This is an optimization exercise on Yosys and OpenROAD, whose aim is small area and a short achievable clock period, not a production implementation. Power figures rest on the tool's default switching activity, not on a simulated workload.

==> module fp_mul, before the edit <==
module fp_mul(clk, op1, op2, result, under, over);
input wire clk;
input wire [15:0] op1, op2;
output wire [15:0] result;
output wire under, over;
wire [13:0] bx = {2'b00, op2[10:0], 1'b0};
wire [5:0] one_d, two_d;
wire [4:0] neg_d;
genvar i;
generate for (i = 0; i < 6; i = i + 1) begin : g_booth
	assign one_d[i] = bx[2*i+1] ^ bx[2*i];
	assign two_d[i] = (bx[2*i+2] & ~bx[2*i+1] & ~bx[2*i]) | (~bx[2*i+2] & bx[2*i+1] & bx[2*i]);
	if (i < 5) begin : g_neg
		assign neg_d[i] = bx[2*i+2];
	end
end endgenerate
reg [10:0] sa;
reg [5:0] bone, btwo;
reg [4:0] bneg;
reg [4:0] e1;
reg sg1;
always @(posedge clk)
begin
	sa <= op1[10:0];
	bone <= one_d;
	btwo <= two_d;
	bneg <= neg_d;
	e1 <= {1'b0, op1[14:11]} + {1'b0, op2[14:11]} - 5'd7;
	sg1 <= op1[15] ^ op2[15];
end
wire [20:0] rx, ry;
fp1 stage1(.a(sa), .one(bone), .two(btwo), .neg(bneg), .rx(rx), .ry(ry));
wire [20:0] px = rx, py = ry;
wire [20:0] p, g;
wire q1, q2, q3, q4, q5, q6, q7, q8, q9, q10, q11, q12, q13, q14, q15, q16, q17, q18, q19, q20, q21, q22, q23, q24, q25, q26, q27, q28, q29, q30, q31, q32, q33, q34, q35, q36, q37, q38, q39, q40, q41, q42, q43, q44, q45;
ha_c u_pg0(.a(px[0]), .b(py[0]), .s(p[0]), .co(g[0]));
assign p[1] = px[1];
assign g[1] = 1'b0;
ha_c u_pg2(.a(px[2]), .b(py[2]), .s(p[2]), .co(g[2]));
ha_c u_pg3(.a(px[3]), .b(py[3]), .s(p[3]), .co(g[3]));
ha_c u_pg4(.a(px[4]), .b(py[4]), .s(p[4]), .co(g[4]));
ha_c u_pg5(.a(px[5]), .b(py[5]), .s(p[5]), .co(g[5]));
ha_c u_pg6(.a(px[6]), .b(py[6]), .s(p[6]), .co(g[6]));
ha_c u_pg7(.a(px[7]), .b(py[7]), .s(p[7]), .co(g[7]));
ha_c u_pg8(.a(px[8]), .b(py[8]), .s(p[8]), .co(g[8]));
ha_c u_pg9(.a(px[9]), .b(py[9]), .s(p[9]), .co(g[9]));
ha_c u_pg10(.a(px[10]), .b(py[10]), .s(p[10]), .co(g[10]));
ha_c u_pg11(.a(px[11]), .b(py[11]), .s(p[11]), .co(g[11]));
ha_c u_pg12(.a(px[12]), .b(py[12]), .s(p[12]), .co(g[12]));
ha_c u_pg13(.a(px[13]), .b(py[13]), .s(p[13]), .co(g[13]));
ha_c u_pg14(.a(px[14]), .b(py[14]), .s(p[14]), .co(g[14]));
ha_c u_pg15(.a(px[15]), .b(py[15]), .s(p[15]), .co(g[15]));
ha_c u_pg16(.a(px[16]), .b(py[16]), .s(p[16]), .co(g[16]));
ha_c u_pg17(.a(px[17]), .b(py[17]), .s(p[17]), .co(g[17]));
ha_c u_pg18(.a(px[18]), .b(py[18]), .s(p[18]), .co(g[18]));
ha_c u_pg19(.a(px[19]), .b(py[19]), .s(p[19]), .co(g[19]));
ha_c u_pg20(.a(px[20]), .b(py[20]), .s(p[20]), .co(g[20]));
assign q1 = p[1] & g[0];
pg_c u_q2(.gh(g[3]), .ph(p[3]), .gl(g[2]), .pl(p[2]), .g(q2), .p(q3));
pg_c u_q4(.gh(g[5]), .ph(p[5]), .gl(g[4]), .pl(p[4]), .g(q4), .p(q5));
pg_c u_q6(.gh(g[7]), .ph(p[7]), .gl(g[6]), .pl(p[6]), .g(q6), .p(q7));
g_c u_q8(.gh(g[2]), .ph(p[2]), .gl(q1), .g(q8));
g_c u_q9(.gh(q2), .ph(q3), .gl(q1), .g(q9));
pg_c u_q10(.gh(g[6]), .ph(p[6]), .gl(q4), .pl(q5), .g(q10), .p(q11));
pg_c u_q12(.gh(q6), .ph(q7), .gl(q4), .pl(q5), .g(q12), .p(q13));
g_c u_q14(.gh(g[4]), .ph(p[4]), .gl(q9), .g(q14));
g_c u_q15(.gh(q4), .ph(q5), .gl(q9), .g(q15));
g_c u_q16(.gh(q10), .ph(q11), .gl(q9), .g(q16));
g_c u_q17(.gh(q12), .ph(q13), .gl(q9), .g(q17));
g_c u_q18(.gh(g[8]), .ph(p[8]), .gl(q17), .g(q18));
pg_c u_q19(.gh(g[10]), .ph(p[10]), .gl(g[9]), .pl(p[9]), .g(q19), .p(q20));
pg_c u_q21(.gh(g[12]), .ph(p[12]), .gl(g[11]), .pl(p[11]), .g(q21), .p(q22));
pg_c u_q23(.gh(g[14]), .ph(p[14]), .gl(g[13]), .pl(p[13]), .g(q23), .p(q24));
pg_c u_q25(.gh(g[11]), .ph(p[11]), .gl(q19), .pl(q20), .g(q25), .p(q26));
pg_c u_q27(.gh(q21), .ph(q22), .gl(q19), .pl(q20), .g(q27), .p(q28));
pg_c u_q29(.gh(g[13]), .ph(p[13]), .gl(q27), .pl(q28), .g(q29), .p(q30));
pg_c u_q31(.gh(q23), .ph(q24), .gl(q27), .pl(q28), .g(q31), .p(q32));
wire [5:0] bs0 = {p[14] ^ q29, p[13] ^ q27, p[12] ^ q25, p[11] ^ q19, p[10] ^ g[9], p[9]};
g_c u_q33(.gh(g[16]), .ph(p[16]), .gl(g[15]), .g(q33));
pg_c u_q34(.gh(g[18]), .ph(p[18]), .gl(g[17]), .pl(p[17]), .g(q34), .p(q35));
pg_c u_q36(.gh(g[20]), .ph(p[20]), .gl(g[19]), .pl(p[19]), .g(q36), .p(q37));
g_c u_q38(.gh(g[17]), .ph(p[17]), .gl(q33), .g(q38));
g_c u_q39(.gh(q34), .ph(q35), .gl(q33), .g(q39));
g_c u_q40(.gh(g[19]), .ph(p[19]), .gl(q39), .g(q40));
g_c u_q41(.gh(q36), .ph(q37), .gl(q39), .g(q41));
wire [5:0] bs1 = {p[20] ^ q40, p[19] ^ q39, p[18] ^ q38, p[17] ^ q33, p[16] ^ g[15], p[15]};
assign q42 = p[15] & p[16];
assign q43 = p[17] & p[18];
assign q44 = q42 & q43;
assign q45 = q44 & p[19];
reg hc;
reg [5:0] bs0r;
reg bg0;
reg bp0;
reg [5:0] bs1r;
reg bt;
reg [4:0] e2;
reg sg2;
always @(posedge clk)
begin
	hc <= q18;
	bs0r <= bs0;
	bg0 <= q31;
	bp0 <= q32;
	bs1r <= bs1;
	bt <= q45;
	e2 <= e1;
	sg2 <= sg1;
end
wire c0 = hc;
wire c1 = bg0 | (bp0 & c0);
wire [5:0] bi0 = bs0r + c0;
wire [5:0] bi1 = bs1r + c1;
wire s20 = bs1r[5] ^ (c1 & bt);
wire [20:9] s = {s20, bi1[4:0], bi0};
fp2 stage2(.s(s), .e(e2), .sign(sg2), .fp_result(result), .under(under), .over(over));
endmodule
export LEC_CHECK = 0
export CAP_MARGIN = 20
export CORE_MARGIN = 2
export CORE_UTILIZATION = 40
export SETUP_SLACK_MARGIN = 1.8
export SLEW_MARGIN = 20
export SYNTH_HIERARCHICAL = 1
export SYNTH_MINIMUM_KEEP_SIZE = 0
create_clock -name core_clock -period 5.3 [get_ports {clk}]
standard.sh (not shown) runs the stock make flow with config.mk's settings and CLKGATE_MAP_FILE= SYNTH_SCRIPT=/design/flow/synth_recipe.tcl, a recipe that flattens the netlist after the stock synthesis.
==> flow/flow/run.sh <==
#!/bin/bash
# The standard layout (the standard.sh) with changes: plain buf_1
# cells as the input and output port buffers instead of the ones
# buffer_ports picks, clock tree synthesis without dummy load cells,
# and the ORFS settings below.
export BUFFER_PORTS_ARGS="-buffer_cell sky130_fd_sc_hd__buf_1"
export CTS_ARGS="-sink_clustering_enable -repair_clock_nets -buf_list sky130_fd_sc_hd__clkbuf_8 -dont_use_dummy_load"
export SETUP_MOVE_SEQUENCE="unbuffer,sizeup,swap"
bash standard.sh > standard.log 2>&1
==> next run, changes <==
--- a/flow/design.v
+++ b/flow/design.v
@@ -377,9 +377,9 @@
 wire [20:0] rx, ry;
 fp1 stage1(.a(sa), .one(bone), .two(btwo), .neg(bneg), .rx(rx), .ry(ry));
 wire [20:0] px = rx, py = ry;
 wire [20:0] p, g;
-wire q1, q2, q3, q4, q5, q6, q7, q8, q9, q10, q11, q12, q13, q14, q15, q16, q17, q18, q19, q20, q21, q22, q23, q24, q25, q26, q27, q28, q29, q30, q31, q32, q33, q34, q35, q36, q37, q38, q39, q40, q41, q42, q43, q44, q45;
+wire q1, q2, q3, q4, q5, q6, q7, q8, q9, q10, q11, q12, q13, q14, q15, q16, q17, q18, q19, q20, q21, q22, q23, q24, q25, q26, q27, q28, q29, q30, q31, q32, q33, q34, q35, q36, q37, q38, q39, q40, q41;
 ha_c u_pg0(.a(px[0]), .b(py[0]), .s(p[0]), .co(g[0]));
 assign p[1] = px[1];
 assign g[1] = 1'b0;
 ha_c u_pg2(.a(px[2]), .b(py[2]), .s(p[2]), .co(g[2]));
@@ -415,51 +415,56 @@
 g_c u_q17(.gh(q12), .ph(q13), .gl(q9), .g(q17));
 g_c u_q18(.gh(g[8]), .ph(p[8]), .gl(q17), .g(q18));
 pg_c u_q19(.gh(g[10]), .ph(p[10]), .gl(g[9]), .pl(p[9]), .g(q19), .p(q20));
 pg_c u_q21(.gh(g[12]), .ph(p[12]), .gl(g[11]), .pl(p[11]), .g(q21), .p(q22));
-pg_c u_q23(.gh(g[14]), .ph(p[14]), .gl(g[13]), .pl(p[13]), .g(q23), .p(q24));
-pg_c u_q25(.gh(g[11]), .ph(p[11]), .gl(q19), .pl(q20), .g(q25), .p(q26));
-pg_c u_q27(.gh(q21), .ph(q22), .gl(q19), .pl(q20), .g(q27), .p(q28));
-pg_c u_q29(.gh(g[13]), .ph(p[13]), .gl(q27), .pl(q28), .g(q29), .p(q30));
-pg_c u_q31(.gh(q23), .ph(q24), .gl(q27), .pl(q28), .g(q31), .p(q32));
-wire [5:0] bs0 = {p[14] ^ q29, p[13] ^ q27, p[12] ^ q25, p[11] ^ q19, p[10] ^ g[9], p[9]};
-g_c u_q33(.gh(g[16]), .ph(p[16]), .gl(g[15]), .g(q33));
-pg_c u_q34(.gh(g[18]), .ph(p[18]), .gl(g[17]), .pl(p[17]), .g(q34), .p(q35));
+pg_c u_q23(.gh(g[11]), .ph(p[11]), .gl(q19), .pl(q20), .g(q23), .p(q24));
+pg_c u_q25(.gh(q21), .ph(q22), .gl(q19), .pl(q20), .g(q25), .p(q26));
+wire [3:0] bs0 = {p[12] ^ q23, p[11] ^ q19, p[10] ^ g[9], p[9]};
+pg_c u_q27(.gh(g[14]), .ph(p[14]), .gl(g[13]), .pl(p[13]), .g(q27), .p(q28));
+pg_c u_q29(.gh(g[16]), .ph(p[16]), .gl(g[15]), .pl(p[15]), .g(q29), .p(q30));
+pg_c u_q31(.gh(g[15]), .ph(p[15]), .gl(q27), .pl(q28), .g(q31), .p(q32));
+pg_c u_q33(.gh(q29), .ph(q30), .gl(q27), .pl(q28), .g(q33), .p(q34));
+wire [3:0] bs1 = {p[16] ^ q31, p[15] ^ q27, p[14] ^ g[13], p[13]};
+g_c u_q35(.gh(g[18]), .ph(p[18]), .gl(g[17]), .g(q35));
 pg_c u_q36(.gh(g[20]), .ph(p[20]), .gl(g[19]), .pl(p[19]), .g(q36), .p(q37));
-g_c u_q38(.gh(g[17]), .ph(p[17]), .gl(q33), .g(q38));
-g_c u_q39(.gh(q34), .ph(q35), .gl(q33), .g(q39));
-g_c u_q40(.gh(g[19]), .ph(p[19]), .gl(q39), .g(q40));
-g_c u_q41(.gh(q36), .ph(q37), .gl(q39), .g(q41));
-wire [5:0] bs1 = {p[20] ^ q40, p[19] ^ q39, p[18] ^ q38, p[17] ^ q33, p[16] ^ g[15], p[15]};
-assign q42 = p[15] & p[16];
-assign q43 = p[17] & p[18];
-assign q44 = q42 & q43;
-assign q45 = q44 & p[19];
+g_c u_q38(.gh(g[19]), .ph(p[19]), .gl(q35), .g(q38));
+g_c u_q39(.gh(q36), .ph(q37), .gl(q35), .g(q39));
+wire [3:0] bs2 = {p[20] ^ q38, p[19] ^ q35, p[18] ^ g[17], p[17]};
+assign q40 = p[17] & p[18];
+assign q41 = q40 & p[19];
 reg hc;
-reg [5:0] bs0r;
+reg [3:0] bs0r;
 reg bg0;
 reg bp0;
-reg [5:0] bs1r;
+reg [3:0] bs1r;
+reg bg1;
+reg bp1;
+reg [3:0] bs2r;
 reg bt;
 reg [4:0] e2;
 reg sg2;
 always @(posedge clk)
 begin
 	hc <= q18;
 	bs0r <= bs0;
-	bg0 <= q31;
-	bp0 <= q32;
+	bg0 <= q25;
+	bp0 <= q26;
 	bs1r <= bs1;
-	bt <= q45;
+	bg1 <= q33;
+	bp1 <= q34;
+	bs2r <= bs2;
+	bt <= q41;
 	e2 <= e1;
 	sg2 <= sg1;
 end
 wire c0 = hc;
 wire c1 = bg0 | (bp0 & c0);
-wire [5:0] bi0 = bs0r + c0;
-wire [5:0] bi1 = bs1r + c1;
-wire s20 = bs1r[5] ^ (c1 & bt);
-wire [20:9] s = {s20, bi1[4:0], bi0};
+wire c2 = bg1 | (bp1 & c1);
+wire [3:0] bi0 = bs0r + c0;
+wire [3:0] bi1 = bs1r + c1;
+wire [3:0] bi2 = bs2r + c2;
+wire s20 = bs2r[3] ^ (c2 & bt);
+wire [20:9] s = {s20, bi2[2:0], bi1, bi0};
 fp2 stage2(.s(s), .e(e2), .sign(sg2), .fp_result(result), .under(under), .over(over));
 endmodule
 module pg_c(gh, ph, gl, pl, g, p);
 input wire gh, ph, gl, pl;
What happened:
- worst setup slack improved by 0.037 ns
- clock skew went down by 0.0061 ns
- non-clock buffer count went down by 1
- core utilization went down by 0.41 points
- power hardly moves
- sequential share of layout area went down by 0.15 points
- routed wire length went down by 3.7%
- area after synthesis went up by 0.31%
- die area went up by 0.31%
- maximum frequency went up by 1.1%
- global-route usage stays flat
No run of this note included a check of the RTL's function; only the layout flow was run.

re-timing with driven ports:
The results above use ideal ports. As a check the final layouts listed here were re-extracted and re-timed, cells and wires unchanged.
Step 1 assumes that a clkbuf_16 drives the clock port and a buf_2 every other input.
Step 2 adds t to the input delays and takes it off the output delays; t is the mean of the earliest and latest rising clock arrival at the registers after step 1. Input paths then give back, and output paths get back, about the clock's delay inside the block.
Three values: ideal, step 1, step 2; two values: the first two.
run | shift t [ns] | setup slack, ns | worst setup path after step 2 | worst data-port slew with drivers (ns) | pins driven straight from the clock port
the first run | 0.326 | 1.935 / 1.935 / 1.935 | register to register | 0.03 | 1
the second run | 0.348 | 1.972 / 1.972 / 1.972 | register to register | 0.04 | 1
After both steps every run listed still meets setup and hold.
